What follows belongs to an exercise in optimizing a design on an open flow for small area and a short achievable clock period; a production flow would make more cautious choices. Where RTL was checked, it was by simulation tests only, not by an equivalence proof against the original. The clock input has no modelled driver; a real chip could not lean on it and would need a root buffer or a full tree. Power figures rest on the tool's default switching activity, not on a simulated workload.

cedar:
// top_module
module top_module(ip1,ip2,clk,rst,result);
    input [31:0]ip1;
    input [31:0]ip2;
    input clk;
    input rst;
    output reg [31:0]result;
    wire [31:0] a, b;
    reg         rst1;
    wire [24:0] v;
    wire [7:0]  ep1;
    wire        s;
    wire [31:0] r;
    flip_flop #(.W(32)) ff_a (.clk(clk), .d(ip1), .q(a));
    flip_flop #(.W(32)) ff_b (.clk(clk), .d(ip2), .q(b));
    always @(posedge clk) rst1 <= rst;
    fpu_align_add u1 (.a(a), .b(b), .v(v), .ep1(ep1), .s(s));
    reg  [24:0] v_q;
    reg  [7:0]  ep1_q;
    reg         s_q, kill_q, set_q;
    always @(posedge clk) begin
        v_q    <= v;
        ep1_q  <= ep1;
        s_q    <= s;
        kill_q <= rst | rst1;
        set_q  <= rst1 & ~rst;
    end
    fpu_normalise u2 (.v(v_q), .ep1(ep1_q), .s(s_q), .kill(kill_q), .set23(set_q), .r(r));
    always @(posedge clk) result <= r;
endmodule
export LEC_CHECK = 0
export ABC_AREA = 1
export CAP_MARGIN = 20
export CORE_MARGIN = 2
export CORE_UTILIZATION = 80
export SLEW_MARGIN = 20
create_clock -name core_clock -period 24.0 [get_ports {clk}]
standard.sh (not shown) runs the stock make flow with config.mk's settings and CLKGATE_MAP_FILE= SYNTH_SCRIPT=/design/flow/synth_recipe.tcl, a recipe that flattens the netlist after the stock synthesis.
==> flow/flow/run.sh <==
#!/bin/bash
# Standard flow (standard synthesis unchanged) with: timing repair aimed at
# a 18.3 ns setup margin, buf_1 on input ports and buf_2 on output ports,
# and a one-level clock tree (flow/pre_cts.tcl) instead of TritonCTS.
set -euo pipefail
F=$PWD/flow
bash standard.sh SETUP_SLACK_MARGIN=18.3 \
  "BUFFER_PORTS_ARGS=-inputs -buffer_cell sky130_fd_sc_hd__buf_1" \
  POST_GLOBAL_PLACE_TCL=$F/post_gp.tcl \
  PRE_CTS_TCL=$F/pre_cts.tcl \
  finish > standard.log 2>&1
Other scripts of this flow, unchanged in this note and not shown: flow/flow/manual_cts.tcl, flow/flow/post_gp.tcl, flow/flow/pre_cts.tcl
What tundra does differently from cedar at the input level:
# cedar
export LEC_CHECK = 0
export ABC_AREA = 1
export CAP_MARGIN = 20
export CORE_MARGIN = 2
export CORE_UTILIZATION = 80
export SLEW_MARGIN = 20
create_clock -name core_clock -period 24.0 [get_ports {clk}]
# tundra
export LEC_CHECK = 0
export ABC_AREA = 1
export CAP_MARGIN = 20
export CORE_MARGIN = 2
export CORE_UTILIZATION = 60
export SLEW_MARGIN = 20
create_clock -name core_clock -period 24.0 [get_ports {clk}]
## What came out
- Of cedar and tundra, the run reporting the lower fraction of power spent switching nets was tundra.
- Re total routing usage reported by global routing: tundra is 12 points down on cedar.
- The part of the total power dissipated in combinational logic reported for tundra is smaller than that of cedar by 1.4 points.
Input-level comparison between quartz and tundra:
# tundra
export LEC_CHECK = 0
export ABC_AREA = 1
export CAP_MARGIN = 20
export CORE_MARGIN = 2
export CORE_UTILIZATION = 60
export SLEW_MARGIN = 20
create_clock -name core_clock -period 24.0 [get_ports {clk}]
# quartz
export LEC_CHECK = 0
export ABC_AREA = 1
export CAP_MARGIN = 20
export CORE_MARGIN = 2
export CORE_UTILIZATION = 70
export SLEW_MARGIN = 20
create_clock -name core_clock -period 24.0 [get_ports {clk}]
## What came out
quartz vs. tundra: number of iterations in the first detailed-routing pass closely matched the old numbers; routed wire length on met3 increased by 21% relative to the old numbers.
Power was higher in quartz than in tundra.
> inputs changed (quartz -> indigo)
# quartz
export LEC_CHECK = 0
export ABC_AREA = 1
export CAP_MARGIN = 20
export CORE_MARGIN = 2
export CORE_UTILIZATION = 70
export SLEW_MARGIN = 20
create_clock -name core_clock -period 24.0 [get_ports {clk}]
# indigo
export LEC_CHECK = 0
export ABC_AREA = 1
export CAP_MARGIN = 20
export CORE_MARGIN = 2
export CORE_UTILIZATION = 60
export SLEW_MARGIN = 20
create_clock -name core_clock -period 24.0 [get_ports {clk}]
==> flow/flow/run.sh <==
#!/bin/bash
# Standard flow (standard synthesis unchanged) with: timing repair aimed at
# a 18.5 ns setup margin, buf_1 on input ports and buf_2 on output ports,
# and a one-level clock tree (flow/pre_cts.tcl) instead of TritonCTS.
set -euo pipefail
F=$PWD/flow
bash standard.sh SETUP_SLACK_MARGIN=18.5 \
  "BUFFER_PORTS_ARGS=-inputs -buffer_cell sky130_fd_sc_hd__buf_1" \
  POST_GLOBAL_PLACE_TCL=$F/post_gp.tcl \
  PRE_CTS_TCL=$F/pre_cts.tcl \
  finish > standard.log 2>&1
==> run notes <==
indigo: all stages complete, timing, DRC and antenna checks passed
The portion of total power attributed to sequential cells of indigo and that of quartz are within noise of each other.
Compared with quartz, in indigo die area went up, longest individual stage delay on the worst path about even, share of total power in combinational logic essentially unchanged, number of cells in the design after placement moved up.
In indigo, the largest net degree at the start of global routing came out 1 above the value in quartz.
For indigo, the worst setup path endpoint was result[19], unlike quartz, where it was result[20].
What quartz reported for routed length on met3 has to be multiplied by 0.919 to get the figure for indigo.
[compare] base=quartz new=indigo: async set-reset flop share out of synthesis now sits at about the same level, max-capacitance violation count flat, critical path depth closely matched the old numbers, area of the core has increased.
Function was not checked in any run of this note: the RTL went through the layout flow alone. In every run of this note, the design's own scripts or RTL, not TritonCTS, make the clock network.


## zinc
top_module, a different RTL version from the one above (not shown whole).
Size in the first run: ~130 flip-flops, roughly 98 I/O pins, about 8400 µm² of cells after synthesis.
==> flow/config.mk <==
export PLATFORM = sky130hd
export DESIGN_NAME = top_module
export DESIGN_NICKNAME = top_module
export VERILOG_FILES = /design/flow/design.v
export SDC_FILE = /design/flow/constraint.sdc
export NUM_CORES = 4
export LEC_CHECK = 0
export ABC_AREA = 1
export CAP_MARGIN = 20
export CORE_MARGIN = 2
export CORE_UTILIZATION = 60
export SLEW_MARGIN = 20
==> flow/constraint.sdc <==
create_clock -name core_clock -period 24.0 [get_ports {clk}]
set_input_delay 4.8000 -clock core_clock [delete_from_list [all_inputs] [get_ports {clk}]]
set_output_delay 4.8000 -clock core_clock [all_outputs]
set_load 0.01 [all_outputs]
==> flow/flow/run.sh <==
#!/bin/bash
# Standard flow (standard synthesis unchanged) with: timing repair aimed at
# a 18.3 ns setup margin, buf_1 on all ports,
# and a one-level clock tree (flow/pre_cts.tcl) instead of TritonCTS.
set -euo pipefail
F=$PWD/flow
bash standard.sh SETUP_SLACK_MARGIN=18.3 \
  "BUFFER_PORTS_ARGS=-inputs -buffer_cell sky130_fd_sc_hd__buf_1" \
  POST_GLOBAL_PLACE_TCL=$F/post_gp.tcl \
  PRE_CTS_TCL=$F/pre_cts.tcl \
  finish > standard.log 2>&1
Other scripts of this flow, unchanged in this note and not shown: flow/flow/manual_cts.tcl, flow/flow/post_gp.tcl, flow/flow/pre_cts.tcl
zinc reached the final stage; the timing, DRC and antenna checks on its layout passed.
Edits applied to the flow inputs when going from zinc to xenon:
Settings: CORE_UTILIZATION now 70, was 60.
Findings:
sky130_fd_sc_hd__dfxtp_1 as the critical path's slowest cell was reported by zinc, and sky130_fd_sc_hd__fa_1 by xenon. Taking zinc as the reference, in xenon fmax saw a decrease, global-route usage saw an increase. In the flow results for xenon and zinc, the average vias per placed instance is smaller on zinc. Higher wire length was reported by xenon, not zinc. Between xenon and zinc, it is xenon whose peak supply drop is higher, by 0.0000020 V. Measured against each other, xenon and zinc differ in final cycle utilization of the critical path, the lower figure coming from zinc.
For harbor, these inputs were changed with respect to xenon:
Settings: CORE_UTILIZATION changed from 70 to 60; TNS_END_PERCENT newly set to 10.
Results
- Diff xenon -> harbor: die area increased by 2100 µm² relative to the old numbers; largest net degree at the start of global routing increased by 1.4% relative to the old numbers; setup slack increased by 0.064 ns relative to the old numbers; via count of the routed design decreased by about 3% relative to the old numbers; combinational group power decreased by about 2% relative to the old numbers.
- Looking at critical path launch point, the result[25] result is from harbor; the ff_a.q[23] one comes from xenon.
- Changes observed in harbor relative to xenon: total area of multi-input combinational cells lower; post-cts sizing count lower; peak clock frequency supported by timing higher.
Input-level comparison between pepper and harbor:
Settings: clearing TNS_END_PERCENT, which used to be 10.
==> flow/flow/run.sh <==
#!/bin/bash
# Standard flow (standard synthesis unchanged) with: timing repair aimed at
# a 18.45 ns setup margin, buf_1 on all ports,
# and a one-level clock tree (flow/pre_cts.tcl) instead of TritonCTS.
set -euo pipefail
F=$PWD/flow
bash standard.sh SETUP_SLACK_MARGIN=18.45 \
  "BUFFER_PORTS_ARGS=-inputs -buffer_cell sky130_fd_sc_hd__buf_1" \
  POST_GLOBAL_PLACE_TCL=$F/post_gp.tcl \
  PRE_CTS_TCL=$F/pre_cts.tcl \
  finish > standard.log 2>&1
Notes after the runs:
Comparing pepper with harbor, the cell area power density came out essentially unchanged. Lower worst slew margin relative to its limit goes to harbor over pepper. Number of cells in the finished layout apart from fillers of pepper is on par with harbor. pepper -> harbor: average vias per placed instance flat. pepper leaves more setup margin than harbor. Comparing pepper with harbor, the switching power came out essentially unchanged. Between pepper and harbor, the difference in power is negligible. [compare] base=harbor new=pepper: final non-filler cell area higher; worst-margin pin slew went down by 0.015 ns.
No run of this note takes its clock network from TritonCTS; it comes from the design's own scripts or RTL.

what the ideal ports hide:
How much do the figures lean on ideal ports? The routed layouts below were timed once more, with nothing changed but the port constraints. Step 1 assumes that a clkbuf_16 drives the clock port and a buf_2 every other input. Step 2, shift: input delay + t, output delay - t, t = (earliest + latest rising clock arrival at the registers) / 2. This alone moves slack from input paths to output paths. a / b / c = ideal / step 1 / step 2; a / b = the first two.
run | t (ns) | setup slack, ns | worst setup path after step 2 | clock arrival spread, ns | pins driven straight from the clock port
cedar | 0.273 | 18.397 / 18.397 / 18.397 | register to register | 0.017 / 0.017 | 4
tundra | 0.270 | 18.574 / 18.476 / 18.602 | register to register | 0.015 / 0.014 | 4
quartz | 0.266 | 18.554 / 18.460 / 18.578 | register to register | 0.014 / 0.015 | 4
indigo | 0.270 | 18.572 / 18.475 / 18.710 | input to register | 0.016 / 0.016 | 4
zinc | 0.272 | 18.540 / 18.439 / 18.666 | register to register | 0.012 / 0.012 | 4
xenon | 0.268 | 18.476 / 18.438 / 18.476 | register to register | 0.016 / 0.017 | 4
harbor | 0.272 | 18.540 / 18.439 / 18.666 | register to register | 0.012 / 0.012 | 4
pepper | 0.270 | 18.543 / 18.444 / 18.699 | input to register | 0.015 / 0.015 | 4
After both steps setup and hold are still met in every run listed.
